From an optimization exercise on the open Yosys and OpenROAD flow, aimed at small area; shortcuts taken in it are not production practice. In this exercise RTL edits were held to simulation tests only and were not proved equivalent to the original. Power is estimated from default activity; no workload was simulated.

## config.mk

```make
export PLATFORM = sky130hd
export DESIGN_NAME = iobus
export DESIGN_NICKNAME = iobus
export VERILOG_FILES = /design/flow/design.v
export SDC_FILE = /design/flow/constraint.sdc
export NUM_CORES = 4
export LEC_CHECK = 0
export CAP_MARGIN = 20
export CORE_MARGIN = 2
export CORE_UTILIZATION = 40
export SLEW_MARGIN = 20
export SYNTH_HIERARCHICAL = 1
```

## constraint.sdc

```tcl
create_clock -name core_clock -period 10.0 [get_ports {clk_sys}]
set_input_delay 2.0000 -clock core_clock [delete_from_list [all_inputs] [get_ports {clk_sys}]]
set_output_delay 2.0000 -clock core_clock [all_outputs]
set_load 0.01 [all_outputs]
```

## design.v

```verilog
module iobus(
	input clk_sys,
	input rst,
	input rxd,
	output txd,
	output zg,
	input zw,
	input rcl,
	output dpa,
	input rs,
	input rf,
	input rok,
	input rpe,
	input rqb,
	input rpn,
	input [0:3] rnb,
	input [0:15] rad,
	input [0:15] rdt,
	output dw,
	output dr,
	output din,
	output dok,
	output den,
	output dpe,
	output dpn,
	output [0:3] dnb,
	output [0:15] dad,
	output [0:15] ddt,
	input [0:15] w,
	input [0:3] rotary_pos,
	input [0:9] indicators,
	output [0:3] rotary_out,
	output rotary_trig,
	output [0:15] keys,
	output keys_trig,
	output [0:3] fn,
	output fn_v,
	output fn_trig
);
	localparam [5:0] L8  = 6'b111011;
	localparam [5:0] L25 = 6'b100001;
	localparam [5:0] L49 = 6'b001001;
	localparam [5:0] L50 = 6'b010011;
	localparam [3:0] R_STOP  = 4'd9;
	localparam [3:0] R_IDLE  = 4'd10;
	localparam [3:0] R_START = 4'd11;
	reg [3:0] rxs;
	reg [5:0] rdiv;
	wire [5:0] rdiv_nx = {rdiv[4:0], ~(rdiv[5] ^ rdiv[4])};
	reg rx_rdy;
	reg clr;		 
	wire rx_data = ~rxs[3] | (rxs == 4'd8);
	wire rx_smp = rx_data & (rdiv == L49);
	wire rx_bit = rx_smp & ~rxs[3];	 
	always @ (posedge clk_sys) begin
		if (rst) begin
			rxs <= R_IDLE;
			rdiv <= 6'd0;
			clr <= 1'b1;
			rx_rdy <= 1'b0;
		end else begin
			rx_rdy <= 1'b0;
			if (rdiv == L8) clr <= 1'b0;
			case (rxs)
				R_IDLE: begin
					if (!rxd) begin
						rdiv <= 6'd0;
						rxs <= R_START;
					end else rdiv <= rdiv_nx;
				end
				R_START: begin
					if (rxd) begin
						rxs <= R_IDLE;
						rdiv <= rdiv_nx;
					end else if (rdiv != L25) rdiv <= rdiv_nx;
					else begin
						rdiv <= 6'd0;
						rxs <= 4'd0;
					end
				end
				R_STOP: begin
					rxs <= R_IDLE;
					rx_rdy <= rxd;
				end
				default: begin
					if (rdiv != L49) rdiv <= rdiv_nx;
					else begin
						rdiv <= 6'd0;
						rxs <= rxs + 1'b1;
					end
				end
			endcase
		end
	end
	localparam M_IDLE = 3'd0;
	localparam M_ARG  = 3'd1;
	localparam M_A1   = 3'd2;
	localparam M_A2H  = 3'd3;
	localparam M_A2L  = 3'd4;
	localparam M_A3H  = 3'd5;
	localparam M_A3L  = 3'd6;
	localparam M_DONE = 3'd7;
	reg [2:0] ms;
	reg m_rdy;
	reg [7:0] tcmd;
	reg [4:0] ta1;
	reg [15:0] ta2;
	reg [15:0] ta3;
	always @ (posedge clk_sys) begin
		if (rst) begin
			ms <= M_IDLE;
			m_rdy <= 1'b0;
		end else begin
			m_rdy <= (ms == M_DONE);
			case (ms)
				M_IDLE: if (rx_rdy) ms <= M_ARG;
				M_ARG: ms <= tcmd[2] ? M_A1 : tcmd[1] ? M_A2H : tcmd[0] ? M_A3H : M_DONE;
				M_A1: if (rx_rdy) ms <= tcmd[1] ? M_A2H : tcmd[0] ? M_A3H : M_DONE;
				M_A2H: if (rx_rdy) begin
					ms <= M_A2L;
				end
				M_A2L: if (rx_rdy) begin
					ms <= tcmd[0] ? M_A3H : M_DONE;
				end
				M_A3H: if (rx_rdy) begin
					ms <= M_A3L;
				end
				M_A3L: if (rx_rdy) begin
					ms <= M_DONE;
				end
				M_DONE: ms <= M_IDLE;
			endcase
		end
	end
	wire sh_cmd = rx_bit & (ms == M_IDLE);
	wire sh_a1  = rx_bit & (ms == M_A1) & (rxs < 4'd5);
	wire sh_a2h = rx_bit & (ms == M_A2H);
	wire sh_a2l = rx_bit & (ms == M_A2L);
	wire sh_a3h = rx_bit & (ms == M_A3H);
	wire sh_a3l = rx_bit & (ms == M_A3L);
	wire rx_in = rxd & ~clr;
	always @ (posedge clk_sys) begin
		if (sh_cmd) tcmd <= {rxd, tcmd[7:1]};
		if (sh_a1) ta1 <= {rxd, ta1[4:1]};
		if (sh_a2h | clr) ta2[15:8] <= {rx_in, ta2[15:9]};
		if (sh_a2l | clr) ta2[7:0] <= {rx_in, ta2[7:1]};
		if (sh_a3h | clr) ta3[15:8] <= {rx_in, ta3[15:9]};
		if (sh_a3l | clr) ta3[7:0] <= {rx_in, ta3[7:1]};
	end
	wire c_r   = (tcmd == 8'h9e);
	wire c_w   = (tcmd == 8'h97);
	wire c_in  = (tcmd == 8'hb5);
	wire c_pa  = (tcmd == 8'h80);
	wire c_pe  = (tcmd[7:1] == 7'b0001100);
	wire c_ok  = (tcmd[7:1] == 7'b0001000) | c_pe;
	wire c_en  = (tcmd == 8'h08);
	wire c_cpd = (tcmd == 8'hc1);
	wire c_cpr = (tcmd == 8'hcc);
	wire c_cpf = (tcmd == 8'hd4);
	wire c_cps = (tcmd == 8'hd8);
	assign dpa = m_rdy & c_pa;
	assign keys = ta3;
	assign rotary_out = ta1[3:0];
	assign fn = ta1[3:0];
	assign fn_v = ta1[4];
	assign keys_trig = m_rdy & c_cpd;
	assign rotary_trig = m_rdy & c_cpr;
	assign fn_trig = m_rdy & c_cpf;
	reg zg_r;
	reg ir, iw;
	reg [4:0] ia1;
	reg [15:0] ia2;
	reg [15:0] ia3;
	reg [4:0] tcnt5;
	wire timeout = &tcnt5;
	wire zwzg = zw & zg_r;
	always @ (posedge clk_sys) begin
		if (rst) begin
			zg_r <= 1'b0;
		end else if (!zg_r) begin
			if (m_rdy & (c_r | c_w | c_in)) begin
				zg_r <= 1'b1;
				ir <= c_r;
				iw <= c_w;
				ia1 <= ta1;
				ia2 <= ta2;
				ia3 <= ta3;
			end
		end else if (zw & (rok | timeout)) begin
			zg_r <= 1'b0;
		end
	end
	always @ (posedge clk_sys) begin
		if (rst | rok | !zwzg) tcnt5 <= 5'd0;
		else if (!timeout) tcnt5 <= tcnt5 + 1'b1;
	end
	assign zg = zg_r;
	assign dr = zwzg & ir;
	assign dw = zwzg & iw;
	assign din = zwzg & ~ir & ~iw;
	assign dpn = zwzg & ia1[4];
	assign dnb = zwzg ? ia1[3:0] : 4'd0;
	assign dad = zwzg ? ia2 : 16'd0;
	wire io_req = (rs | rf) & ~rad[15];
	reg rsa, rsb;
	reg [15:0] rddt;
	wire resp_act = rsa | rsb;
	always @ (posedge clk_sys) begin
		if (rst) begin
			rsa <= 1'b0;
			rsb <= 1'b0;
		end else if (!resp_act) begin
			if (io_req & m_rdy & (c_ok | c_en)) begin
				rsa <= c_ok;
				rsb <= c_en | c_pe;
				rddt <= ta3;
			end
		end else if (!io_req) begin
			rsa <= 1'b0;
			rsb <= 1'b0;
		end
	end
	assign dok = rsa;
	assign den = ~rsa & rsb;
	assign dpe = rsa & rsb;
	assign ddt = (zwzg ? ia3 : 16'd0) | (resp_act ? rddt : 16'd0);
	reg ena_cl, ena_cp, ena_bus;
	reg [7:0] enc_cmd;
	always @ (*) begin
		case ({rf, rs, dr, dw, din, rok, timeout, rpe})
			8'b10000000 : enc_cmd = { 1'b1,  4'b0101,  3'b110 };
			8'b01000000 : enc_cmd = { 1'b1,  4'b0100,  3'b111 };
			8'b00100100 : enc_cmd = { 1'b0, 4'b0010, 3'b001 };
			8'b00100101 : enc_cmd = { 1'b0, 4'b0011, 3'b000 };
			8'b00010100 : enc_cmd = { 1'b0, 4'b0010, 3'b000 };
			8'b00001100 : enc_cmd = { 1'b0, 4'b0010, 3'b000 };
			8'b00100010 : enc_cmd = { 1'b0, 4'b0100, 3'b000 };
			8'b00010010 : enc_cmd = { 1'b0, 4'b0100, 3'b000 };
			8'b00001010 : enc_cmd = { 1'b0, 4'b0100, 3'b000 };
			default     : enc_cmd = 8'd0;
		endcase
	end
	wire send_req = io_req;
	wire send_resp = (rok | timeout) & zwzg;
	reg [1:0] bst;		 
	reg [2:0] bk;
	reg [5:0] ba1;
	reg [15:0] ba2;
	reg [15:0] ba3;
	reg [2:0] bk_nx;
	always @ (*) begin
		case (enc_cmd)
			8'h10: bk_nx = 3'd1;
			8'h11: bk_nx = 3'd2;
			8'h18: bk_nx = 3'd3;
			8'h20: bk_nx = 3'd4;
			8'hae: bk_nx = 3'd6;
			8'ha7: bk_nx = 3'd7;
			default: bk_nx = send_req ? 3'd5 : 3'd0;
		endcase
	end
	wire is_req = bk[2] & (bk[1] | bk[0]);
	always @ (posedge clk_sys) begin
		if (rst) begin
			bst <= 2'd0;
		end else begin
			case (bst)
				2'd0: if (send_req | send_resp) begin
					bk <= bk_nx;
					ba1 <= {rqb, rpn, rnb};
					ba2 <= rad;
					ba3 <= rdt;
					bst <= 2'd1;
				end
				2'd1: if (ena_bus) bst <= 2'd2;
				default: if (!ena_bus && (is_req ? !send_req : !send_resp)) bst <= 2'd0;
			endcase
		end
	end
	reg [7:0] bcmd;
	always @ (*) begin
		case (bk)
			3'd1: bcmd = 8'h10;
			3'd2: bcmd = 8'h11;
			3'd3: bcmd = 8'h18;
			3'd4: bcmd = 8'h20;
			3'd6: bcmd = 8'hae;
			3'd7: bcmd = 8'ha7;
			default: bcmd = 8'h00;
		endcase
	end
	wire trig_bus = (bst == 2'd1);
	wire send_cp = m_rdy & c_cps;
	reg [1:0] cst;
	always @ (posedge clk_sys) begin
		if (rst) begin
			cst <= 2'd0;
		end else begin
			case (cst)
				2'd0: if (send_cp) cst <= 2'd1;
				2'd1: if (ena_cp) cst <= 2'd2;
				default: if (!ena_cp & !send_cp) cst <= 2'd0;
			endcase
		end
	end
	wire trig_cp = (cst == 2'd1);
	reg [1:0] lst;
	always @ (posedge clk_sys) begin
		if (rst) begin
			lst <= 2'd0;
		end else begin
			case (lst)
				2'd0: if (rcl) lst <= 2'd1;
				2'd1: if (ena_cl) lst <= 2'd2;
				default: if (!ena_cl & !rcl) lst <= 2'd0;
			endcase
		end
	end
	wire trig_cl = (lst == 2'd1);
	localparam T_STOP = 4'd0;
	localparam T_RDY  = 4'd1;
	localparam T_IDLE = 4'd4;
	localparam T_LOAD = 4'd5;
	localparam T_SEND = 4'd6;
	localparam T_START = 4'd7;
	reg [3:0] tp;
	reg [5:0] tdiv;
	wire [5:0] tdiv_nx = {tdiv[4:0], ~(tdiv[5] ^ tdiv[4])};
	reg [2:0] idx;
	reg [15:0] sw;
	reg [9:0] sind;
	reg [3:0] srot;
	wire [2:0] targ = ena_bus ? bcmd[2:0] : {1'b0, ena_cp, ena_cp};
	reg [2:0] nidx;
	reg nlast;
	always @ (*) begin
		nidx = 3'd0;
		nlast = 1'b0;
		case (idx)
			3'd0: if (targ[2]) nidx = 3'd1; else if (targ[1]) nidx = 3'd2; else if (targ[0]) nidx = 3'd4; else nlast = 1'b1;
			3'd1: if (targ[1]) nidx = 3'd2; else if (targ[0]) nidx = 3'd4; else nlast = 1'b1;
			3'd2: nidx = 3'd3;
			3'd3: if (targ[0]) nidx = 3'd4; else nlast = 1'b1;
			3'd4: nidx = 3'd5;
			default: nlast = 1'b1;
		endcase
	end
	always @ (posedge clk_sys) begin
		if (rst) begin
			tp <= T_IDLE;
			ena_cl <= 1'b0;
			ena_cp <= 1'b0;
			ena_bus <= 1'b0;
		end else begin
			case (tp)
				T_IDLE: if (trig_cl | trig_cp | trig_bus) begin
					ena_cl <= trig_cl;
					ena_cp <= trig_cp & ~trig_cl;
					ena_bus <= trig_bus & ~trig_cp & ~trig_cl;
					tp <= T_LOAD;
				end
				T_LOAD: begin
					sw <= w;
					sind <= indicators;
					srot <= rotary_pos;
					idx <= 3'd0;
					tp <= T_SEND;
				end
				T_SEND: begin
					tdiv <= 6'd0;
					tp <= T_START;
				end
				T_RDY: begin
					if (nlast) begin
						ena_cl <= 1'b0;
						ena_cp <= 1'b0;
						ena_bus <= 1'b0;
						tp <= T_IDLE;
					end else begin
						idx <= nidx;
						tp <= T_SEND;
					end
				end
				default: begin		 
					if (tdiv == L50) begin
						tdiv <= {5'd0, tp == 4'd15};
						tp <= tp + 1'b1;
					end else tdiv <= tdiv_nx;
				end
			endcase
		end
	end
	wire [3:0] wsel = {~idx[0], tp[2:0]};
	wire [15:0] s3 = {sind, 2'b00, srot};
	wire b2, b3, c2, c3;
	tx_sel16 SEL_B2(.d(ba2), .s(wsel), .y(b2));
	tx_sel16 SEL_B3(.d(ba3), .s(wsel), .y(b3));
	tx_sel16 SEL_C2(.d(sw), .s(wsel), .y(c2));
	tx_sel16 SEL_C3(.d(s3), .s(wsel), .y(c3));
	wire [7:0] cmdb = ena_bus ? bcmd : ena_cp ? 8'h13 : 8'h88;
	wire [7:0] a1b = {2'b00, ba1};
	wire k0, k1, ka0, wsel23;
	tx_mux4 SEL_K0(.d(cmdb[3:0]), .s(tp[1:0]), .y(k0));
	tx_mux4 SEL_K1(.d(cmdb[7:4]), .s(tp[1:0]), .y(k1));
	tx_mux4 SEL_A0(.d(a1b[3:0]), .s(tp[1:0]), .y(ka0));
	wire ka1 = ~tp[1] & (tp[0] ? a1b[5] : a1b[4]);
	wire w01 = idx[0] ? (tp[2] ? ka1 : ka0) : (tp[2] ? k1 : k0);
	wire tbit;
	tx_mux4 SEL_W(.d({b3, c3, b2, c2} ), .s({idx[2], ena_bus}), .y(wsel23));
	assign tbit = (idx[2] | idx[1]) ? wsel23 : w01;
	assign txd = tp[3] ? tbit : (tp != T_START);
endmodule
module tx_mux4(
	input [3:0] d,
	input [1:0] s,
	output y
);
	assign y = d[s];
endmodule
module tx_sel16(
	input [15:0] d,
	input [3:0] s,
	output y
);
	wire [3:0] m;
	tx_mux4 M0(.d(d[3:0]), .s(s[1:0]), .y(m[0]));
	tx_mux4 M1(.d(d[7:4]), .s(s[1:0]), .y(m[1]));
	tx_mux4 M2(.d(d[11:8]), .s(s[1:0]), .y(m[2]));
	tx_mux4 M3(.d(d[15:12]), .s(s[1:0]), .y(m[3]));
	tx_mux4 M4(.d(m), .s(s[3:2]), .y(y));
endmodule
```

## flow/run.sh

```bash
#!/bin/bash
# The standard layout (the standard.sh, standard synthesis unchanged), with two changes:
# - every input and output port still gets its own buffer, but a buf_1 instead of the
#   larger cell buffer_ports picks by default;
# - clock tree synthesis adds no dummy loads and uses the clustering given below.
# make's full output goes to standard.log in this folder; ORFS keeps its per-step logs
# under orfs/logs.
set -euo pipefail
bash standard.sh \
  BUFFER_PORTS_ARGS="-buffer_cell sky130_fd_sc_hd__buf_1" \
  CTS_ARGS="-sink_clustering_enable -repair_clock_nets -dont_use_dummy_load -sink_clustering_size 10 -sink_clustering_max_diameter 50 -buf_list sky130_fd_sc_hd__clkbuf_4" \
   finish > standard.log 2>&1
```

## standard.sh

```bash
#!/bin/bash
# synth_recipe.tcl (not shown) runs the flow's synth.tcl, then flattens the netlist and writes it again
# the make line also repeats each setting of config.mk as NAME=value (left out here)
make -C /OpenROAD-flow-scripts/flow DESIGN_CONFIG=/design/flow/config.mk WORK_HOME=/design/flow/orfs CLKGATE_MAP_FILE= SYNTH_SCRIPT=/design/flow/synth_recipe.tcl "${@:-finish}"
```

==> summary.txt, run 1 <==
- Initial antenna violation count: 2
- Post-Syn Area: between 0.009 and 0.01 mm^2
- Synth Register Bits: approximately 220
- Largest net degree at the start of global routing: 43
- Vias per inst: just over 5
- Ys Warns: 7
- Most common cell after layout, fill and taps aside: edfxtp_1
- Vias: 5,557
- H-tree Lvls: 1
- FF-to-FF path depth: 4
- Seq/Total Area, Yosys: around two thirds
- Top post-synthesis cells by area: edfxtp_1, dfxtp_1, mux4_2
- RR Endpoint: bk[0]
- Routability cong.: 0.785
- Startpoint types: input port
- Status: finished clean
- Hold Path End: ia2[8]
- Synth top area share: around three fifths
- Count of final setup violators: 0
- Final period util: 53.2%
- Pwr dens: 177 mW/mm^2
- Max IR drop VDD: around 0.00012 V
- Die width: roughly 150 um
- EDFF count, synth: 180
- Final Hold Vio Count: 0
- Post-layout util: roughly 46%
- Worst slew pin tran: 0.775 ns
- Post-Syn Area per Cell: approximately 15 um^2
- FF-to-FF Start: zg_r
- Die height: between 150 and 200 um
- FMAX: around 190 MHz
- Total of max-cap violations: 0
- Detailed-route wire length: roughly 17,000 um
- Die ar.: approximately 0.024 mm^2
- Multi-input gate area: between 0.002 and 0.003 mm^2
- Reg area: 0.00615 mm^2
- Drt wl/cell: about 15 um
- Worst-path maximum fanout: 25
- Placed inst area: 0.00999 mm^2
- Starting Density: 40.5%
- Setup crit end kind: primary output
- Vias in the first global route: ~5.3k
- CTS Sinks: between 200 and 250
- PortBufs: 150
- CTS-repair resized insts: 0
- FILL cells: slightly above 2k
- Most frequent cells in the layout: edfxtp_1, buf_1, nor2_1
- Cell taking the most area after synthesis: edfxtp_1
- Number of DRC markers in iteration 0: ~370
- DRT Pass-1 Iters: 4
- Layout cells sized above 1: between 10% and 20%
- GRT overflow: 0
- CTS Hold Bufs: 0
- First-pass GRT wire length: between 20,000 and 30,000 um
- Asr flop ratio synth: 0%
- Final WS setup: approximately 4.7 ns
- Hold_ws: 0.430 ns
- Synth cell types: 65
- Worst Skew: 0.0533 ns
- Hold_sp: ta2[8]
- DPL Wire Length: 11,500 um
- Cell count after synthesis: roughly 630
- Ports: roughly 150
- Static Leak: approximately 3.5 nW
- Worst min-delay path class: flip-flop to flip-flop
- RSZ-0062 raised after global routing: no
- Final Instance Area: roughly 0.010 mm^2
- Final setup TNS: 0 ns
- Post-CTS Setup Repair Bufs: 0
- Global Route Usage Sum: roughly 14%
- Drt drc: 0
- WHS Path Cells: 0
- Post-layout nets: 886
- CTS Root Cell: clkbuf_4
- Worst skew pair latency: 0.65 ns
- Final Slew Violations: 0
- Critical path required time: 8.00 ns
- Antenna-violating nets left: 0
- TritonCTS buffer count: 30
- Reg clk slew, reported paths: about 0.090 ns
- Worst Path Arrival: about 3.3 ns
- CTS tree: done
- Deepest clock path buffer count: 3
- Clock period minus worst slack: around 5.3 ns
- Rel. slew slack: just under 50%
- Num rows: 55
- DP Worst Slack: around 4.6 ns
- Layout Area Growth over Synthesis: 12.5%
- R2R setup slack: ~7.4 ns
- CORE AREA: roughly 0.022 mm^2
- CP Class: input port to primary output
- Post-synth top flop: edfxtp_1
==> report_power, final <==
group	internal, mW	switching, mW
Sequential	1.03	0.0363
Combinational	0.164	0.175
Clock	0.137	0.265
Total	1.33	0.476
==> per-stage QoR <==
step,power (mW),cells
finish,1.81,1079
global route,1.92,1079
CTS,1.84,1078
detailed placement,1.43,1048
global placement,1.43,1048
floorplan,1.35,628
==> kinds of logic after synthesis <==
group           synth area share [%]
other cells                   0.0413
flops                           67.7
simple gates                    12.0
fa+ha+maj                       1.93
buf+inv                         2.16
mux                             7.09
xor+xnor                       0.675
compound gates                  8.42
==> worst max-delay path, stage by stage <==
cell and delay (ns):
buf_1 0.07, buf_4 0.22, and2_1 0.62, a22o_1 0.25, buf_1 0.15
==> Yosys stat by module (local to each module, per instance), a selection <==
module	copies in the design	flip-flops and latches
iobus	1	217
tx_mux4	24	0
==> cells in the mapped netlist, types with 16 or more instances <==
cell type and number:
a21oi_1 23, a22o_1 18, and3_1 31, clkbuf_1 16, dfxtp_1 37, edfxtp_1 180
inv_1 20, mux4_2 25, nand2_1 31, nor2_1 47, o21ai_0 18
==> flip-flops by register name, indices dropped and copies added, names as in the netlist, 3 cells and up <==
signal / count
ta2: 16
tcnt5: 5
ia3: 16
rxs: 4
ms: 3
ba3: 16
tcmd: 8
tp: 4
srot: 4
sw: 16
sind: 10
rdiv: 6
bk: 3
ta1: 5
tdiv: 6
ba1: 6
ia2: 16
idx: 3
ba2: 16
rddt: 16
ia1: 5
ta3: 16
==> how the worst max path moves through the flow <==
| stage | from | to | cells past startpoint |
|---|---|---|---|
| CTS | tp[0] | txd | 7 |
| finish | zw | ddt[8] | 5 |
| global route | tp[0] | txd | 7 |
| global placement | zw | ddt[7] | 5 |
| floorplan | rf | ba1[0] | 5 |
| detailed placement | zw | ddt[8] | 5 |
==> metal layers <==
metal	share of wire [%]	GRT usage, %	vias up
li1	-	-	2748
met1	47	20.0	2602
met2	45	21.4	178
met3	6.3	3.14	27
met4	2.0	3.92	2
met5	0.078	0	-
==> layout make-up <==
| class | instances | share of cell area (%) |
|---|---|---|
| repair buffers | 160 | 6.24 |
| clock buffers | 30 | 2.20 |
| well taps | 285 | 3.49 |
| diodes | 1 | 0.0245 |
| flip-flops and latches | 217 | 60.1 |
| multi-input cells | 365 | 27.1 |
| inverters | 21 | 0.771 |
==> inputs of run 2 (changes only) <==
--- a/design.v
+++ b/design.v
@@ -105,5 +105,5 @@
 	reg [7:0] tcmd;
 	reg [4:0] ta1;
-	reg [15:0] ta2;
+	reg [15:0] ta2n;		 
 	reg [15:0] ta3;
 	always @ (posedge clk_sys) begin
@@ -143,6 +143,6 @@
 		if (sh_cmd) tcmd <= {rxd, tcmd[7:1]};
 		if (sh_a1) ta1 <= {rxd, ta1[4:1]};
-		if (sh_a2h | clr) ta2[15:8] <= {rx_in, ta2[15:9]};
-		if (sh_a2l | clr) ta2[7:0] <= {rx_in, ta2[7:1]};
+		if (sh_a2h | clr) ta2n[15:8] <= {~rx_in, ta2n[15:9]};
+		if (sh_a2l | clr) ta2n[7:0] <= {~rx_in, ta2n[7:1]};
 		if (sh_a3h | clr) ta3[15:8] <= {rx_in, ta3[15:9]};
 		if (sh_a3l | clr) ta3[7:0] <= {rx_in, ta3[7:1]};
@@ -170,5 +170,5 @@
 	reg ir, iw;
 	reg [4:0] ia1;
-	reg [15:0] ia2;
+	reg [15:0] ia2n;		 
 	reg [15:0] ia3;
 	reg [4:0] tcnt5;
@@ -184,5 +184,5 @@
 				iw <= c_w;
 				ia1 <= ta1;
-				ia2 <= ta2;
+				ia2n <= ta2n;
 				ia3 <= ta3;
 			end
@@ -201,5 +201,5 @@
 	assign dpn = zwzg & ia1[4];
 	assign dnb = zwzg ? ia1[3:0] : 4'd0;
-	assign dad = zwzg ? ia2 : 16'd0;
+	assign dad = ~(ia2n | {16{~zwzg}});
 	wire io_req = (rs | rf) & ~rad[15];
 	reg rsa, rsb;
==> flow/run.sh (replaced) <==
#!/bin/bash
# The standard layout (standard.sh) with these changes:
# - synthesis is ORFS's (through synth_recipe.tcl, so without the fsm and share passes,
#   then flattened and renamed as standard.sh does), but ABC maps the combinational
#   logic with flow/abc.script, an area-oriented script, in place of ORFS's
#   abc_speed.script; flip-flops are mapped before ABC runs, so the registers, their
#   names and cell types are those of the standard synthesis;
# - every input and output port still gets its own buffer, but a buf_1 instead of the
#   larger cell buffer_ports picks by default;
# - clock tree synthesis adds no dummy loads and uses the clustering given below.
# make's full output goes to standard.log in this folder; ORFS keeps its per-step logs
# under orfs/logs.
set -euo pipefail
here=$(pwd)
rm -rf "$here/orfs_scripts"
cp -r "$FLOW_HOME/scripts" "$here/orfs_scripts"
cp "$here/flow/abc.script" "$here/orfs_scripts/abc_speed.script"
bash standard.sh \
  SCRIPTS_DIR="$here/orfs_scripts" \
  BUFFER_PORTS_ARGS="-buffer_cell sky130_fd_sc_hd__buf_1" \
  CTS_ARGS="-sink_clustering_enable -repair_clock_nets -dont_use_dummy_load -sink_clustering_size 10 -sink_clustering_max_diameter 50 -buf_list sky130_fd_sc_hd__clkbuf_4" \
  finish > standard.log 2>&1
==> flow/abc.script (new file) <==
strash
dc2
&get -n
&dch -f
&nf -R 1000 -p
&put
mfs3 -a
topo
==> summary.txt, run 2 <==
- Status: finished clean
- Psw: 511 uW (+7.4%)
- DPL Wire Length: 12,400 um (+8.1%)
- Clock period minus worst slack: 5.49 ns (+0.169 ns)
- Most frequent cells in the layout: edfxtp_1, buf_1, nor2_1
- CTS Hold Bufs: 0 (unchanged)
- Final Slew Violations: 0 (unchanged)
- Most common cell after layout, fill and taps aside: edfxtp_1
- Worst Path Arrival: 3.49 ns (+0.17 ns)
- Synth cell types: 46 (-29%)
- Placed insts: 1,035 (-1.2%)
- Internal: 1.35 mW (+1.4%)
- Layout Area Growth over Synthesis: 13.4%
- Synth top area share: 61.7% (+2.2 points)
- Critical path required time: 8.00 ns (about the same)
- Post-Syn Area: 0.00876 mm^2 (-3.6%)
- Total of max-cap violations: 0 (unchanged)
- Startpoint types: input port
- First-pass GRT wire length: 28,200 um (+3.2%)
- Seq/Total Area, Yosys: 70.2% (+2.5 points)
- Vias per inst: 5.24 (+1.7%)
- Die ar.: 0.0231 mm^2 (-3.5%)
- Antenna-violating nets left: 0 (unchanged)
- Asr flop ratio synth: 0% (unchanged)
- CTS Sinks: 217 (unchanged)
- Fin cells: 1,065 (-1.3%)
- H-tree Lvls: 1 (unchanged)
- Synth Register Bits: 217 (unchanged)
- Die height: 152 um (-1.8%)
- Max IR drop VDD: 0.000107 V (-7.2%)
- Worst-path maximum fanout: 16 (-36%)
- PortBufs: 150 (unchanged)
- Cell count after synthesis: 600 (-4.2%)
- GRT overflow: 0 (unchanged)
- Post-synth top flop: edfxtp_1
- Final period util: 54.9% (+1.7 points)
- CP Class: input port to primary output
- Worst Skew: 0.0651 ns (+0.0118 ns)
- Final setup TNS: 0 ns (unchanged)
- Starting Density: 40.4% (-0.10 points)
- Routability cong.: 0.790 (+0.56%)
- CTS Root Cell: clkbuf_4
- Setup crit end kind: primary output
- Top-count cell post-synth: edfxtp_1
- DRT Pass-1 Iters: 4 (unchanged)
- Drt drc: 0 (unchanged)
- Initial antenna violation count: 1 (-1)
- Ys Warns: 7 (unchanged)
- Power share of the clock group: 20.6% (-1.6 points)
- Layout cells sized above 1: 8.17% (-2.4 points)
- Post-layout util: 45.8% (+0.26 points)
- DP Worst Slack: 4.46 ns (-0.191 ns)
- Switch share: 27.5% (+1.1 points)
- Comb pwr share: 21.8% (+3.1 points)
- Pwr dens: 187 mW/mm^2 (+5.9%)
- Static Leak: 3.28 nW (-7.0%)
- Worst min-delay path class: flip-flop to flip-flop
- CTS tree: done
- Top post-synthesis cells by area: edfxtp_1, dfxtp_1, mux4_2
- EDFF count, synth: 180 (unchanged)
- Final WS setup: 4.51 ns (-0.169 ns)
- Rel. slew slack: 36.2% (-12 points)
- Worst slew pin tran: 0.957 ns (+0.182 ns)
- Post-Syn Area per Cell: 14.6 um^2 (+0.61%)
- Die width: 152 um (-1.8%)
- Part of the power in registers: 57.6% (-1.5 points)
- Most common library cells after synthesis: edfxtp_1, nor2_1, nand2_1
- Number of DRC markers in iteration 0: 379 (+2.2%)
- Num rows: 54 (-1.8%)
- Ports: 151 (unchanged)
- Deepest clock path buffer count: 3 (unchanged)
- Post-CTS Setup Repair Bufs: 0 (unchanged)
- Detailed-route wire length: 17,600 um (+5.6%)
- Count of final setup violators: 0 (unchanged)
- RSZ-0062 raised after global routing: no
- Post-layout nets: 876 (-1.1%)
- Vias in the first global route: 5,601 (+5.0%)
- FMAX: 182 MHz (-3.1%)
- Reg clk slew, reported paths: 0.10 ns (about the same)
- Hold_ws: 0.382 ns (-0.0484 ns)
- Final Hold Vio Count: 0 (unchanged)
- FILL cells: 1,948 (-3.5%)
- Cell taking the most area after synthesis: edfxtp_1
- Worst skew pair latency: 0.64 ns (about the same)
- CTS-repair resized insts: 0 (unchanged)
- Vias: 5,577 (+0.36%)
- Global Route Usage Sum: 15.0% (+1.0 points)
- CORE AREA: 0.0217 mm^2 (-3.3%)
- Largest net degree at the start of global routing: 43 (unchanged)
- TritonCTS buffer count: 28 (-6.7%)
- Drt wl/cell: 16.6 um (+7.0%)
run 2: cell count changes after synthesis, sizes merged, moves of 5 or more:
cell and change:
nor2 +26, inv -20, and3 -19, clkinv +18
clkbuf -16, nand2 +9, nand3 +9, buf -5
nor3 +5
run 2: area by class of cell:
class	instances	area [um^2]	share of cell area, %
repair buffers	157	616	6.19
flip-flops and latches	217	6150	61.8
diodes	2	5.00	0.0504
well taps	280	350	3.53
clock buffers	28	210	2.12
inverters	19	71.3	0.718
multi-input cells	362	2540	25.5
run 2: routing by layer:
metal | global-route usage (%) | part of all wire [%] | vias to the layer above
met3 | 2.82 | 5.0 | 25
met2 | 25.8 | 50 | 155
met4 | 4.58 | 2.0 | 0
met1 | 19.3 | 43 | 2704
li1 | - | - | 2693
met5 | 0 | 0 | -
run 2: Yosys stat by module (local to each module, per instance), a selection:
module	area, um^2	flops+latches
iobus	8220	217
tx_mux4	22.5	0
run 2: kinds of logic after synthesis:
kind of cell               share of synthesized area (%)
AOI/OAI and AO/OA                                   7.44
xor gates and xnor gates                           0.600
adders and majority gates                           2.00
buffers and inverters                               1.16
DFF                                                 70.2
muxes                                               6.90
other                                             0.0428
and+or+nand+nor                                     11.7
run 2: worst paths after layout:
| kind | from | endpoint | slack, ns | cells past startpoint |
|---|---|---|---|---|
| worst max register to register | tp[2] | tp[2] | 7.29 | 8 |
| worst max-delay path | zw | ddt[10] | 4.51 | 4 |
| worst min register to register | ta2n[11] | ia2n[11] | 0.38 | 0 |
| worst min-delay path | ta2n[11] | ia2n[11] | 0.38 | 0 |
run 2: critical path, cell delays in order:
cell and delay, ns:
buf_1 0.26, and2_0 0.79, a22o_1 0.28, buf_1 0.15
run 2: power by group through the flow:
stage	logic [mW]	clock network (mW)	registers, mW
5_1_grt	0.455	0.440	1.08
3_5_place_dp	0.409	0	1.09
4_1_cts	0.411	0.408	1.07
3_3_place_gp	0.397	0	1.09
6_report	0.406	0.384	1.07
2_1_floorplan	0.280	0	1.11
run 2: per-stage QoR:
stage | power (mW) | cell area (um^2)
floorplan | 1.39 | 8770
global placement | 1.48 | 9720
detailed placement | 1.50 | 9720
CTS | 1.89 | 9930
global route | 1.97 | 9940
finish | 1.86 | 9940
==> inputs of run 3 (changes only) <==
==> flow/abc.script (replaced) <==
strash
dc2
&get -n
&dch -f
&nf -R 1000 -p
&put
mfs3 -ae
strash
dc2
&get -n
&dch -f
&nf -R 1000 -p
&put
mfs3 -ae
topo
--- a/config.mk
+++ b/config.mk
@@ -10,3 +10,2 @@
 export CORE_UTILIZATION = 40
 export SLEW_MARGIN = 20
-export SYNTH_HIERARCHICAL = 1
==> summary.txt, run 3 <==
- Status: finished clean
- Total of max-cap violations: 0 (unchanged)
- Deepest clock path buffer count: 3 (unchanged)
- Worst-path maximum fanout: 16 (unchanged)
- Top delay family on crit path: compound AO/OA/AOI/OAI gates
- Detailed-route wire length: 18,200 um (+3.2%)
- PortBufs: 150 (unchanged)
- Cell mode on critical path: o311a_1
- Max IR drop VDD: 0.0000792 V (-26%)
- Ys Warns: 1 (-6)
- CTS tree: done
- Internal: 1.31 mW (-2.8%)
- Num rows: 53 (-1.9%)
- Post-synthesis mux area share: 3.25% (-3.6 points)
- Final Total Pwr: 1.86 mW (-0.15%)
- Routability cong.: 0.847 (+7.3%)
- CTS Hold Bufs: 0 (unchanged)
- Initial antenna violation count: 1 (unchanged)
- Asr flop ratio synth: 0% (unchanged)
- Post-synth top flop: edfxtp_1
- Slowest cell on crit path: dfxtp_1
- EDFF count, synth: 180 (unchanged)
- Post-CTS Setup Repair Bufs: 0 (unchanged)
- DRT Pass-1 Iters: 4 (unchanged)
- Startpoint types: flip-flop
- Pwr dens: 188 mW/mm^2 (+0.57%)
- Worst Path Arrival: 3.40 ns (-0.09 ns)
- Hold_ws: 0.438 ns (+0.0557 ns)
- Drt drc: 0 (unchanged)
- DPL Wire Length: 12,700 um (+2.0%)
- Clock period minus worst slack: 5.40 ns (-0.0886 ns)
- Rel. slew slack: 42.1% (+5.9 points)
- Final Hold Vio Count: 0 (unchanged)
- CP Class: flip-flop to primary output
- Layout Area Growth over Synthesis: 13.5% (about the same)
- Worst skew pair latency: 0.66 ns (+0.02 ns)
- Worst min-delay path class: flip-flop to flip-flop
- Largest net degree at the start of global routing: 43 (unchanged)
- Power share of the clock group: 21.2% (+0.6 points)
- GRT overflow: 0 (unchanged)
- Count of final setup violators: 0 (unchanged)
- First-pass GRT wire length: 28,000 um (-0.86%)
- Synth Area in XOR/XNOR: 0.604% (+0.0046 points)
- Post-Syn Area per Cell: 13.8 um^2 (-5.3%)
- CTS Root Cell: clkbuf_4
- CORE AREA: 0.0212 mm^2 (-2.5%)
- Most frequent cells in the layout: edfxtp_1, buf_1, nor2_1
- Vias in the first global route: 5,341 (-4.6%)
- Part of the power in registers: 58.8% (+1.2 points)
- Compound-Gate Fraction of Synth Area: 10.5% (+3.0 points)
- Post-Synth Simple-Gate Area: 11.7% (-0.026 points)
- Antenna-violating nets left: 0 (unchanged)
- CTS Sinks: 217 (unchanged)
- CTS-repair resized insts: 0 (unchanged)
- Most common cell after layout, fill and taps aside: edfxtp_1
- FILL cells: 1,958 (+0.51%)
- Final WS setup: 4.60 ns (+0.0886 ns)
- Post-layout nets: 903 (+3.1%)
- Max incr delay on CP: 0.86 ns (+0.07 ns)
- Final period util: 54.0% (-0.89 points)
- CP cell instances: nand2_1 > clkinv_1 > o21ai_0 > o22ai_1 > a211o_1 > o311ai_0 > o311a_1 > o311a_1 > a21oi_1 > buf_1
- Psw: 547 uW (+6.9%)
- Die height: 151 um (-0.37%)
- Reg clk slew, reported paths: 0.10 ns (about the same)
- Synth top area share: 62.2% (+0.47 points)
- Comb pwr share: 20.0% (-1.8 points)
- Worst Skew: 0.0584 ns (-0.00667 ns)
- RSZ-0062 raised after global routing: no
- H-tree Lvls: 1 (unchanged)
- Top post-synthesis cells by area: edfxtp_1, dfxtp_1, nor2_1
- Die width: 151 um (-0.37%)
- Top-count cell post-synth: edfxtp_1
- Number of DRC markers in iteration 0: 356 (-6.1%)
- Final setup TNS: 0 ns (unchanged)
- Vias: 5,683 (+1.9%)
- Ports: 151 (unchanged)
- Largest family of logic cells by synthesized area: simple AND/OR/NAND/NOR gates
- Switch share: 29.4% (+1.9 points)
- Post-Syn Area: 0.00869 mm^2 (-0.76%)
- Layout cells sized above 1: 5.93% (-2.2 points)
- Die ar.: 0.0229 mm^2 (-0.74%)
- Global Route Usage Sum: 15.6% (+0.62 points)
- Critical path required time: 8.00 ns (about the same)
- Seq/Total Area, Yosys: 70.7% (+0.54 points)
- TritonCTS buffer count: 28 (unchanged)
- Adder-cell area share of the yosys netlist: 2.01% (+0.015 points)
- Cell count after synthesis: 629 (+4.8%)
- Post-layout util: 46.6% (+0.82 points)
- Worst slew pin tran: 0.867 ns (-0.0906 ns)
- FMAX: 185 MHz (+1.6%)
- Most common library cells after synthesis: edfxtp_1, nor2_1, nand2_1
- DP Worst Slack: 4.38 ns (-0.0786 ns)
- WP buf/inv: 2 (unchanged)
- Cell taking the most area after synthesis: edfxtp_1
- Drt wl/cell: 16.7 um (+0.80%)
- Synth cell types: 52 (+13%)
- Static Leak: 3.28 nW (about the same)
- Vias per inst: 5.21 (-0.44%)
- Setup crit end kind: primary output
- Final Slew Violations: 0 (unchanged)
- Starting Density: 41.1% (+0.71 points)
- Synth Register Bits: 217 (unchanged)
[run 3: logic make-up (layout without fill, tap and decap cells)]
| kind of cell | after synthesis | after routing |
|---|---|---|
| flops | 217 | 217 |
| simple gates | 212 | 212 |
| compound gates | 137 | 137 |
| buf+inv | 26 | 207 |
| mux | 17 | 17 |
| fa+ha+maj | 14 | 14 |
| xor+xnor | 6 | 6 |
| other cells | 0 | 5 |
[run 3: cell type report]
class | count | area, um^2 | share of cell area, %
sequential | 217 | 6150 | 62.3
multi-input combinational | 386 | 2450 | 24.9
timing repair buffer | 157 | 616 | 6.24
clock buffer | 28 | 210 | 2.13
tap | 275 | 344 | 3.49
inverter | 22 | 82.6 | 0.837
antenna | 5 | 12.5 | 0.127
[run 3: worst paths after layout]
| path | from | end | slack [ns] | depth (start not counted) |
|---|---|---|---|---|
| max | tp[1] | txd | 4.60 | 10 |
| min | ta2n[8] | ia2n[8] | 0.44 | 0 |
| max reg2reg | zg_r | ba2[1] | 7.04 | 4 |
| min reg2reg | ta2n[8] | ia2n[8] | 0.44 | 0 |
[run 3: power by group through the flow]
stage	sequential [mW]	clock, mW	combinational (mW)
after floorplan	1.11	0	0.261
after global placement	1.11	0	0.371
after detailed placement	1.11	0	0.374
after CTS	1.09	0.417	0.375
after global routing	1.10	0.448	0.422
final	1.09	0.395	0.372
[run 3: per-stage QoR]
stage,instances,area (um^2)
4_1_cts,1085,9850
3_5_place_dp,1057,9640
3_3_place_gp,1057,9640
6_report,1090,9870
2_1_floorplan,629,8690
5_1_grt,1090,9870
[run 3: layer usage]
layer | share of wire (%) | routed length (um) | track usage, % | vias up
met3 | 3.9 | 716 | 2.92 | 28
met1 | 45 | 8210 | 22.2 | 2756
met2 | 49 | 8910 | 24.8 | 104
li1 | - | - | - | 2795
met5 | 0 | 0 | 0 | -
met4 | 1.9 | 350 | 3.69 | 0
==> inputs of run 4 (changes only) <==
--- a/config.mk
+++ b/config.mk
@@ -10,2 +10,3 @@
 export CORE_UTILIZATION = 40
 export SLEW_MARGIN = 20
+export SYNTH_HIERARCHICAL = 1
==> summary.txt, run 4 <==
- CP Class: input port to primary output
- Startpoint types: input port
- Highest metal used: met4
- Vias in the first global route: 5,479 (+2.6%)
- First-pass GRT wire length: 27,600 um (-1.2%)
- Drt drc: 0 (unchanged)
- Final WS setup: 4.43 ns (-0.171 ns)
- TritonCTS buffer count: 28 (unchanged)
- Placed insts: 1,026 (-2.9%)
- Drt wl/cell: 16.9 um (+1.3%)
- Worst skew pair latency: 0.65 ns (about the same)
- Total of max-cap violations: 0 (unchanged)
- FILL cells: 1,924 (-1.7%)
- Cell taking the most area after synthesis: edfxtp_1
- Reg area: 0.00615 mm^2 (unchanged)
- Multi-input gate area: 0.00249 mm^2 (+1.6%)
- Setup crit end kind: primary output
- Max IR drop VDD: 0.000114 V (+44%)
- CTS Hold Bufs: 0 (unchanged)
- DP Worst Slack: 4.44 ns (+0.0617 ns)
- Deepest clock path buffer count: 3 (unchanged)
- WL met2: 9010 um (+1.1%)
- Pwr dens: 184 mW/mm^2 (-2.2%)
- Status: finished clean
- Final period util: 55.7% (+1.7 points)
- H-tree Lvls: 1 (unchanged)
- Post-Syn Area: 0.00871 mm^2 (+0.24%)
- Clock period minus worst slack: 5.57 ns (+0.171 ns)
- FMAX: 179 MHz (-3.1%)
- Initial antenna violation count: 1 (unchanged)
- Synth Register Bits: 217 (unchanged)
- Starting Density: 40.3% (-0.79 points)
- CTS-repair resized insts: 0 (unchanged)
- CTS Sinks: 217 (unchanged)
- DPL Wire Length: 12,600 um (-0.67%)
- Post-layout nets: 867 (-4.0%)
- Vias per inst: 5.30 (+1.6%)
- Synth cell types: 44 (-15%)
- Post-Syn Area per Cell: 14.8 um^2 (+6.9%)
- DRT Pass-1 Iters: 5 (+1)
- Antenna-violating nets left: 0 (unchanged)
- Number of DRC markers in iteration 0: 371 (+4.2%)
- Global Route Usage Sum: 15.3% (-0.32 points)
- Worst Path Arrival: 3.57 ns (+0.17 ns)
- Count of final setup violators: 0 (unchanged)
- Routability cong.: 0.852 (+0.59%)
- Worst Skew: 0.0454 ns (-0.0130 ns)
- Seq/Total Area, Yosys: 70.5% (-0.17 points)
- Asr flop ratio synth: 0% (unchanged)
- CORE AREA: 0.0216 mm^2 (+2.2%)
- Rel. slew slack: 26.8% (-15 points)
- Top-count cell post-synth: edfxtp_1
- Final Hold Vio Count: 0 (unchanged)
- Hold_ws: 0.408 ns (-0.0296 ns)
- Cell count after synthesis: 590 (-6.2%)
- Most frequent cells in the layout: edfxtp_1, buf_1, nor2_1
- Ys Warns: 7 (+6)
- Layout Area Growth over Synthesis: 13.6% (about the same)
- Die ar.: 0.0230 mm^2 (+0.24%)
- Met1 Wirelength: 7530 um (-8.3%)
- EDFF count, synth: 180 (unchanged)
- Post-CTS Setup Repair Bufs: 0 (unchanged)
- PortBufs: 150 (unchanged)
- Reg clk slew, reported paths: 0.11 ns (about the same)
- Final setup TNS: 0 ns (unchanged)
- CTS tree: done
- Worst min-delay path class: flip-flop to flip-flop
- Post-synth top flop: edfxtp_1
- Critical path required time: 8.00 ns (about the same)
- Die height: 152 um (+0.12%)
- Worst-path maximum fanout: 18 (+2)
- Final Slew Violations: 0 (unchanged)
- Most common cell after layout, fill and taps aside: edfxtp_1
- Worst slew pin tran: 1.10 ns (+0.231 ns)
- Synth top area share: 62.0% (-0.15 points)
- Largest net degree at the start of global routing: 43 (unchanged)
- Detailed-route wire length: 17,900 um (-1.8%)
- Num rows: 54 (+1.9%)
- Most common library cells after synthesis: edfxtp_1, nor2_1, dfxtp_1
- RSZ-0062 raised after global routing: no
- Die width: 152 um (+0.12%)
- Top post-synthesis cells by area: edfxtp_1, dfxtp_1, mux4_2
- Layout cells sized above 1: 8.40% (+2.5 points)
- Fin cells: 1,056 (-3.1%)
- Ports: 151 (unchanged)
- CTS Root Cell: clkbuf_4
- GRT overflow: 0 (unchanged)
- Vias: 5,592 (-1.6%)
- DR WL met3: 953 um (+33%)
- Static Leak: 3.26 nW (-0.63%)
==> run 4: cell count changes after synthesis, moves of 5 or more <==
cell	before	now
a211oi_1	8	3
a21oi_1	36	25
mux2i_1	8	3
mux4_2	9	25
nand2_1	41	35
nand3_1	22	16
nor2_1	70	59
o22ai_1	5	0
==> run 4: cell families (layout without fill, tap and decap cells) <==
logic type | count (synthesis) | after routing | share of synthesized area [%]
compound gates | 105 | 105 | 7.85
xor+xnor | 4 | 4 | 0.402
fa+ha+maj | 14 | 14 | 2.01
buf+inv | 23 | 205 | 1.16
flops | 217 | 217 | 70.5
mux | 28 | 28 | 6.81
other cells | 1 | 5 | 0.0430
simple gates | 198 | 198 | 11.2
==> run 4: metrics by stage <==
step	power [mW]	cell area [um^2]	util [%]
final	1.83	9900	45.8
after detailed placement	1.46	9680	44.8
after CTS	1.85	9890	45.8
after floorplan	1.36	8720	-
after global placement	1.44	9680	44.8
after global routing	1.93	9900	45.8
==> run 4: path summary, 6_finish.rpt <==
kind | from | endpoint | slack, ns | depth (start not counted)
worst max-delay path | zw | ddt[4] | 4.43 | 4
worst min-delay path | ta2n[11] | ia2n[11] | 0.41 | 0
worst max register to register | zg_r | ba2[2] | 6.70 | 4
worst min register to register | ta2n[11] | ia2n[11] | 0.41 | 0
==> run 4: final cells by class <==
cell class	instances	share of cell area (%)
Antenna cell	2	0.0506
Clock buffer	28	2.12
Inverter	19	0.720
Multi-Input combinational cell	352	25.2
Sequential cell	217	62.1
Tap cell	280	3.54
Timing Repair Buffer	158	6.29
==> run 4: Yosys stat by module, one instance, submodules excluded, excerpt <==
module | cell area (um^2) | flops+latches
iobus | 8170 | 217
tx_mux4 | 22.5 | 0
==> run 4: critical path, cell delays in order <==
cell	delay [ns]
buf_1	0.23
and2_0	0.90
a22o_1	0.28
buf_1	0.15
==> run 4: power by group <==
| group | internal (mW) | total (mW) | switching, mW | leakage, nW |
|---|---|---|---|---|
| Sequential | 1.04 | 1.07 | 0.0361 | 1.98 |
| Clock | 0.128 | 0.390 | 0.261 | 0.129 |
| Combinational | 0.161 | 0.361 | 0.200 | 1.15 |
==> run 4: metal layers <==
layer	global-route usage (%)	up-vias
met3	2.81	28
met2	25.6	171
met5	0	-
met1	20.0	2733
met4	5.28	0
li1	-	2660
==> inputs of run 5 (changes only) <==
--- a/design.v
+++ b/design.v
@@ -173,4 +173,5 @@
 	reg [15:0] ia3;
 	reg [4:0] tcnt5;
+	wire [4:0] tcnt5_nx = {tcnt5[3:0], ~(tcnt5[4] ^ tcnt5[2])} | {5{tcnt5 == 5'b10000}};
 	wire timeout = &tcnt5;
 	wire zwzg = zw & zg_r;
@@ -193,5 +194,5 @@
 	always @ (posedge clk_sys) begin
 		if (rst | rok | !zwzg) tcnt5 <= 5'd0;
-		else if (!timeout) tcnt5 <= tcnt5 + 1'b1;
+		else tcnt5 <= tcnt5_nx;
 	end
 	assign zg = zg_r;
==> flow/run.sh (replaced) <==
#!/bin/bash
# The standard layout (standard.sh) with these changes:
# - synthesis is ORFS's, run through standard.sh and synth_recipe.tcl (so without the fsm
#   and share passes, then flattened and renamed as standard.sh does), but ABC maps the
#   combinational logic with an area-oriented script: each flow/abc_*.script is tried in
#   place of ORFS's abc_speed.script, and the one giving the smallest synthesized area is
#   kept (ORFS's own script is the fallback if none of them completes). Flip-flops are
#   mapped before ABC runs, so the registers, their names and cell types are those of the
#   standard synthesis;
# - every input and output port still gets its own buffer, but a buf_1 instead of the
#   larger cell buffer_ports picks by default;
# - clock tree synthesis adds no dummy loads and uses the clustering given below.
# Each make run's full output goes to a log in this folder (synth_*.log for the trial
# syntheses, standard.log for the final run); ORFS keeps its per-step logs under orfs/logs.
set -uo pipefail
here=$(pwd)
stat="$here/orfs/reports/sky130hd/iobus/base/synth_stat.txt"
best=""
best_area=""
for f in "$here"/flow/abc_*.script; do
  name=$(basename "$f" .script)
  dir="$here/scripts_$name"
  rm -rf "$dir" "$here/orfs"
  cp -r "$FLOW_HOME/scripts" "$dir"
  cp "$f" "$dir/abc_speed.script"
  if bash standard.sh SCRIPTS_DIR="$dir" synth > "$here/synth_$name.log" 2>&1 && [[ -f "$stat" ]]; then
    area=$(awk '/Chip area for/ {print $NF}' "$stat" | head -1)
    echo "$name: $area" >> "$here/synth_areas.log"
    if [[ -z "$best" ]] || awk -v a="$area" -v b="$best_area" 'BEGIN {exit !(a < b)}'; then
      best="$dir"
      best_area="$area"
    fi
  else
    echo "$name: failed" >> "$here/synth_areas.log"
  fi
done
rm -rf "$here/orfs"
args=()
if [[ -n "$best" ]]; then
  args+=(SCRIPTS_DIR="$best")
fi
echo "chosen: ${best:-ORFS default}" >> "$here/synth_areas.log"
set -e
bash standard.sh "${args[@]}" \
  BUFFER_PORTS_ARGS="-buffer_cell sky130_fd_sc_hd__buf_1" \
  CTS_ARGS="-sink_clustering_enable -repair_clock_nets -dont_use_dummy_load -sink_clustering_size 10 -sink_clustering_max_diameter 50 -buf_list sky130_fd_sc_hd__clkbuf_4" \
  finish > "$here/standard.log" 2>&1
==> flow/abc_s10.script (new file) <==
strash
dc2
&get -n
&dch -f
&nf -R 1000 -p
&put
mfs3 -ae
strash
dc2
&get -n
&dch -f
&nf -R 1000 -p
&put
mfs3 -ae
topo
==> flow/abc_t3.script (new file) <==
strash
&get -n
&dch -f
&nf -R 1000
&put
mfs3 -ae
strash
&get -n
&dch -f
&nf -R 1000
&put
mfs3 -ae
topo
==> flow/abc_t4.script (new file) <==
strash
&get -n
&dch -f
&nf -R 1000
&put
mfs3 -ae
strash
&get -n
&dch -f
&nf -R 1000
&put
mfs3 -ae
strash
&get -n
&dch -f
&nf -R 1000
&put
mfs3 -ae
topo
==> flow/abc_t5.script (new file) <==
strash
&get -n
&dch -f
&nf -R 1000 -p
&put
mfs3 -ae
strash
&get -n
&dch -f
&nf -R 1000 -p
&put
mfs3 -ae
topo
--- a/config.mk
+++ b/config.mk
@@ -6,7 +6,6 @@
 export NUM_CORES = 4
 export LEC_CHECK = 0
-export CAP_MARGIN = 20
+export CAP_MARGIN = 0
 export CORE_MARGIN = 2
 export CORE_UTILIZATION = 40
-export SLEW_MARGIN = 20
-export SYNTH_HIERARCHICAL = 1
+export SLEW_MARGIN = 0
removed: flow/abc.script
==> summary.txt, run 5 <==
- Worst min-delay path class: flip-flop to flip-flop
- Reg area: 0.00615 mm^2 (unchanged)
- Post-layout nets: 861 (-0.69%)
- Multi-input gate area: 0.00242 mm^2 (-2.9%)
- Reg clk slew, reported paths: 0.10 ns (about the same)
- CTS Hold Bufs: 0 (unchanged)
- Setup crit end kind: primary output
- Worst Skew: 0.0321 ns (-0.0133 ns)
- CTS tree: done
- PortBufs: 150 (unchanged)
- GRT overflow: 0 (unchanged)
- Final Instance Area: 0.00980 mm^2 (-0.96%)
- Pwr dens: 187 mW/mm^2 (+1.5%)
- Deepest clock path buffer count: 3 (unchanged)
- Detailed-route wire length: 17,300 um (-3.0%)
- Die ar.: 0.0228 mm^2 (-0.81%)
- DPL Wire Length: 12,200 um (-3.1%)
- Layout Area Growth over Synthesis: 13.5%
- Num rows: 53 (-1.9%)
- Number of DRC markers in iteration 0: 394 (+6.2%)
- Worst slew pin tran: 1.14 ns (+0.0432 ns)
- Routability cong.: 0.816 (-4.2%)
- CTS Sinks: 217 (unchanged)
- Die width: 151 um (-0.41%)
- Max IR drop VDD: 0.0000927 V (-19%)
- Drt wl/cell: 16.6 um (-2.1%)
- Final period util: 55.6% (-0.068 points)
- CP Class: flip-flop to primary output
- Cell taking the most area after synthesis: edfxtp_1
- CORE AREA: 0.0211 mm^2 (-2.5%)
- Post-layout util: 46.5% (+0.71 points)
- Die height: 151 um (-0.41%)
- DRT Pass-1 Iters: 5 (unchanged)
- CTS Root Cell: clkbuf_4
- Clock period minus worst slack: 5.56 ns (-0.00684 ns)
- Total of max-cap violations: 0 (unchanged)
- Global Route Usage Sum: 15.0% (-0.29 points)
- Initial antenna violation count: 1 (unchanged)
- Cell count after synthesis: 589 (-0.17%)
- FILL cells: 1,925 (+0.052%)
- Synth top area share: 62.5% (+0.52 points)
- Critical path required time: 8.00 ns (about the same)
- CTS-repair resized insts: 0 (unchanged)
- Final Slew Violations: 0 (unchanged)
- Most frequent cells in the layout: edfxtp_1, buf_1, nor2_1
- Post-CTS Setup Repair Bufs: 0 (unchanged)
- Post-Syn Area: 0.00864 mm^2 (-0.83%)
- EDFF count, synth: 180 (unchanged)
- Ys Warns: 1 (-6)
- Worst skew pair latency: 0.65 ns (about the same)
- Vias per inst: 5.35 (+0.97%)
- TritonCTS buffer count: 27 (-3.6%)
- Drt drc: 0 (unchanged)
- Layout cells sized above 1: 7.79% (-0.61 points)
- Final Hold Vio Count: 0 (unchanged)
- Rel. slew slack: 23.8% (-2.9 points)
- Worst-path maximum fanout: 24 (+6)
- Final WS setup: 4.44 ns (+0.00684 ns)
- Post-synth top flop: edfxtp_1
- H-tree Lvls: 1 (unchanged)
- Asr flop ratio synth: 0% (unchanged)
- DP Worst Slack: 4.51 ns (+0.0631 ns)
- Top-count cell post-synth: edfxtp_1
- Startpoint types: flip-flop
- Count of final setup violators: 0 (unchanged)
- FMAX: 180 MHz (+0.12%)
- Most common library cells after synthesis: edfxtp_1, nor2_1, nand2_1
- Vias: 5,593 (+0.018%)
- Final setup TNS: 0 ns (unchanged)
- Synth cell types: 49 (+11%)
- Worst Path Arrival: 3.56 ns (about the same)
- Static Leak: 3.18 nW (-2.2%)
- RSZ-0062 raised after global routing: no
- Seq/Total Area, Yosys: 71.1% (+0.59 points)
- First-pass GRT wire length: 27,100 um (-1.8%)
- Synth Register Bits: 217 (unchanged)
- Top post-synthesis cells by area: edfxtp_1, dfxtp_1, mux4_2
- Status: finished clean
- Starting Density: 41.0% (+0.67 points)
- Vias in the first global route: 5,507 (+0.51%)
- Placed inst area: 0.00960 mm^2 (-0.88%)
- Ports: 151 (unchanged)
- Post-Syn Area per Cell: 14.7 um^2 (-0.66%)
- Hold_ws: 0.437 ns (+0.0293 ns)
- Antenna-violating nets left: 0 (unchanged)
- Most common cell after layout, fill and taps aside: edfxtp_1
- Largest net degree at the start of global routing: 40 (-7.0%)
run 5: cell count changes in the layout (fill, tap and decap cells not counted), moves of 3 or more:
| cell | delta |
|---|---|
| o21a_1 | +4 |
| a21oi_1 | +4 |
| o21ai_0 | -8 |
| and3_1 | -6 |
| a211oi_1 | +4 |
| and2_0 | +3 |
| nand2_1 | +5 |
| conb_1 | -3 |
| mux4_2 | -4 |
| nor2b_1 | +4 |
run 5: power breakdown:
part	total [mW]	internal (mW)	switching (mW)
clock network	0.384	0.124	0.260
logic	0.353	0.156	0.197
registers	1.10	1.04	0.0543
run 5: layout make-up:
class                   count  area share [%]
diodes                      1          0.0255
clock buffers              27            2.07
inverters                  17           0.651
multi-input cells         351            24.7
flip-flops and latches    217            62.7
well taps                 275            3.51
repair buffers            158            6.36
run 5: per-layer routing:
| metal | track usage (%) | routed length, um | vias up |
|---|---|---|---|
| met3 | 2.98 | 1150 | 33 |
| li1 | - | - | 2645 |
| met2 | 25.6 | 8190 | 203 |
| met1 | 19.3 | 7610 | 2712 |
| met5 | 0 | 0 | - |
| met4 | 4.81 | 369 | 0 |
run 5: final timing paths:
kind | from | endpoint | slack [ns] | depth (start not counted)
setup / recovery | tp[1] | txd | 4.44 | 6
hold / removal | ta2n[8] | ia2n[8] | 0.44 | 0
setup reg to reg | zg_r | ba2[9] | 6.98 | 5
hold reg to reg | ta2n[8] | ia2n[8] | 0.44 | 0
run 5: per-stage QoR:
stage	power (mW)	instances
6_report	1.84	1046
4_1_cts	1.86	1045
3_3_place_gp	1.45	1018
2_1_floorplan	1.37	589
5_1_grt	1.94	1046
3_5_place_dp	1.47	1018
run 5: kinds of logic (layout without fill, tap and decap cells):
| family | count (synthesis) | in the layout | share of synthesized area, % |
|---|---|---|---|
| DFF | 217 | 217 | 71.1 |
| and+or+nand+nor | 203 | 203 | 11.4 |
| AOI/OAI and AO/OA | 108 | 108 | 8.40 |
| muxes | 25 | 25 | 5.95 |
| buffers and inverters | 21 | 202 | 1.09 |
| adders and majority gates | 12 | 12 | 1.74 |
| xor gates and xnor gates | 3 | 3 | 0.304 |
| other | 0 | 1 | 0 |
run 5: worst max-delay path, stage by stage, from the launching register on:
cell and delay, ns:
dfxtp_1 1.09, mux4_2 0.43, mux4_2 0.52, mux4_2 0.49
o21ai_0 0.10, a32oi_1 0.12, buf_1 0.16
==> inputs of run 6 (changes only) <==
--- a/config.mk
+++ b/config.mk
@@ -6,6 +6,6 @@
 export NUM_CORES = 4
 export LEC_CHECK = 0
-export CAP_MARGIN = 0
+export CAP_MARGIN = 20
 export CORE_MARGIN = 2
 export CORE_UTILIZATION = 40
-export SLEW_MARGIN = 0
+export SLEW_MARGIN = 20
==> summary.txt, run 6 <==
- Reg clk slew, reported paths: 0.10 ns (about the same)
- Hold_sp: ta2n[8]
- Count of final setup violators: 0 (unchanged)
- Most common cell after layout, fill and taps aside: edfxtp_1
- WP buf/inv: 2 (+1)
- CTS tree: done
- Drt wl/cell: 16.6 um (unchanged)
- Deepest clock path buffer count: 3 (unchanged)
- Setup crit end kind: primary output
- Seq/Total Area, Yosys: 71.1% (unchanged)
- Worst Path Arrival: 3.46 ns (-0.10 ns)
- FF-to-FF path depth: 5 (unchanged)
- Slowest cell on crit path: and2_0
- Max incr delay on CP: 0.74 ns (-0.35 ns)
- Die ar.: 0.0228 mm^2 (unchanged)
- Top post-synthesis cells by area: edfxtp_1, dfxtp_1, mux4_2
- TritonCTS buffer count: 27 (unchanged)
- Crit path depth: 4 (-2)
- Final Hold Vio Count: 0 (unchanged)
- Rel. slew slack: 30.6% (+6.8 points)
- Number of DRC markers in iteration 0: 394 (unchanged)
- Final period util: 54.6% (-1.0 points)
- Pwr dens: 187 mW/mm^2 (about the same)
- WHS Path Cells: 0 (unchanged)
- Worst min-delay path class: flip-flop to flip-flop
- Synth top area share: 62.5% (unchanged)
- Most frequent cells in the layout: edfxtp_1, buf_1, nor2_1
- Max IR drop VDD: 0.0000925 V (-0.14%)
- Total of max-cap violations: 0 (unchanged)
- First-pass GRT wire length: 27,100 um (unchanged)
- Fin cells: 1,046 (unchanged)
- Vias: 5,593 (unchanged)
- Vias per inst: 5.35 (unchanged)
- Startpoint types: input port
- Final Slew Violations: 0 (unchanged)
- Largest net degree at the start of global routing: 40 (unchanged)
- Placed insts: 1,018 (unchanged)
- H-tree Lvls: 1 (unchanged)
- Initial antenna violation count: 1 (unchanged)
- FILL cells: 1,924 (-0.052%)
- Final setup TNS: 0 ns (unchanged)
- Die height: 151 um (unchanged)
- Post-CTS Setup Repair Bufs: 0 (unchanged)
- Post-layout nets: 861 (unchanged)
- CTS Hold Bufs: 0 (unchanged)
- Drt drc: 0 (unchanged)
- CTS-repair resized insts: 0 (unchanged)
- PortBufs: 150 (unchanged)
- DRT Pass-1 Iters: 5 (unchanged)
- Post-synth top flop: edfxtp_1
- Worst-path maximum fanout: 16 (-33%)
- Static Leak: 3.18 nW (about the same)
- Asr flop ratio synth: 0% (unchanged)
- EDFF count, synth: 180 (unchanged)
- Post-Syn Area: 0.00864 mm^2 (unchanged)
- Antenna-violating nets left: 0 (unchanged)
- CP Class: input port to primary output
- Die width: 151 um (unchanged)
- CORE AREA: 0.0211 mm^2 (unchanged)
- RSZ-0062 raised after global routing: no
- Synth Register Bits: 217 (unchanged)
- Cell count after synthesis: 589 (unchanged)
- Status: finished clean
- Worst slew pin tran: 1.04 ns (-0.100 ns)
- Worst skew pair latency: 0.65 ns (about the same)
- Top-count cell post-synth: edfxtp_1
- Layout cells sized above 1: 7.92% (+0.13 points)
- Most common library cells after synthesis: edfxtp_1, nor2_1, nand2_1
- Critical Path Start: zw
- Post-Syn Area per Cell: 14.7 um^2 (unchanged)
- FF-to-FF Start: zg_r
- FMAX: 183 MHz (+1.9%)
- Detailed-route wire length: 17,300 um (unchanged)
- CTS Root Cell: clkbuf_4
- Routability cong.: 0.816 (unchanged)
- Critical path required time: 8.00 ns (about the same)
- CP cell instances: buf_1 > and2_0 > a22o_1 > buf_1
- DPL Wire Length: 12,200 um (unchanged)
- Vias in the first global route: 5,507 (unchanged)
- Layout Area Growth over Synthesis: 13.5% (about the same)
- GRT overflow: 0 (unchanged)
- Num rows: 53 (unchanged)
- CTS Sinks: 217 (unchanged)
- Ys Warns: 1 (unchanged)
- Top delay family on crit path: simple AND/OR/NAND/NOR gates
- Clock period minus worst slack: 5.46 ns (-0.103 ns)
- Ports: 151 (unchanged)
- Starting Density: 41.0% (unchanged)
- Cell mode on critical path: buf_1
- Worst Skew: 0.0321 ns (unchanged)
- Global Route Usage Sum: 15.0% (unchanged)
- Cell taking the most area after synthesis: edfxtp_1
- Synth cell types: 49 (unchanged)
-- run 6: cell counts after synthesis --
No cell type changed its count.
-- run 6: layout make-up --
type	count	area (um^2)	area share [%]
multi-input combinational	351	2420	24.7
inverter	17	63.8	0.651
sequential	217	6150	62.7
tap	275	344	3.51
antenna	1	2.50	0.0255
timing repair buffer	158	623	6.35
clock buffer	27	203	2.07
-- run 6: path summary, 6_finish.rpt --
check | to | slack (ns)
worst max-delay path | ddt[13] | 4.54
worst min-delay path | ia2n[8] | 0.44
worst max register to register | ba2[9] | 6.98
worst min register to register | ia2n[8] | 0.44
-- run 6: kinds of logic after synthesis --
group | after synthesis | share of synthesized area, %
adder cells (fa/ha/maj) | 12 | 1.74
flip-flops | 217 | 71.1
multiplexers | 25 | 5.95
AO/OA/AOI/OAI | 108 | 8.40
AND/OR/NAND/NOR | 203 | 11.4
XOR/XNOR | 3 | 0.304
buffers and inverters | 21 | 1.09
-- run 6: through the flow --
step	instance area, um^2	worst slack [ns]	util [%]	hold WS [ns]	power (mW)
finish	9810	4.54	46.5	0.437	1.83
CTS	9800	4.33	46.5	0.439	1.86
detailed placement	9600	4.51	45.5	0.426	1.47
global route	9810	4.35	46.5	0.448	1.94
global placement	9600	4.62	45.5	0.403	1.45
floorplan	8640	2.89	-	0.400	1.37
-- run 6: report_power, final --
part	switching (mW)	leakage [nW]	internal, mW	total (mW)
clock network	0.260	0.124	0.124	0.384
logic	0.197	1.08	0.155	0.352
registers	0.0543	1.98	1.04	1.10
total	0.512	3.18	1.32	1.83
-- run 6: routing by layer --
metal | part of all wire, % | track usage [%]
met5 | 0 | 0
met4 | 2.1 | 4.81
met3 | 6.6 | 2.98
met2 | 47 | 25.6
met1 | 44 | 19.3

==> port drivers added, routing unchanged <==
The flow's constraints put no driver on any port. The routed layouts listed below were extracted and timed again, unchanged, in two steps.
Step 1 sets driving cells, clkbuf_16 on the clock port and buf_2 on the other inputs (assumed; they add their load-dependent delay and slew).
Step 2 moves the port delays by t, midway between the first and last clock arrival at a register: inputs arrive t later, outputs are due t later. That takes back most of the time a late clock gives input paths.
a / b / c = ideal ports / drivers / drivers and shift; a / b = the first two.
run | t, ns | slack for setup (ns) | worst setup path after step 2 | latest minus earliest clock arrival (ns) | worst data-port slew with drivers (ns)
run 1 | 0.662 | 4.679 / 4.642 / 4.656 | input to output | 0.061 / 0.061 | 0.07
run 2 | 0.655 | 4.510 / 4.482 / 4.482 | input to output | 0.070 / 0.070 | 0.06
run 3 | 0.670 | 4.599 / 4.556 / 4.629 | input to output | 0.059 / 0.059 | 0.06
run 4 | 0.666 | 4.428 / 4.403 / 4.403 | input to output | 0.049 / 0.049 | 0.06
run 5 | 0.669 | 4.435 / 4.395 / 4.513 | input to output | 0.034 / 0.033 | 0.06
run 6 | 0.669 | 4.538 / 4.513 / 4.513 | input to output | 0.034 / 0.033 | 0.06
After both steps setup and hold are still met in every run listed. For run 2, which loses most, drivers alone change the setup slack by -0.028 ns; drivers and shift together by -0.028 ns.
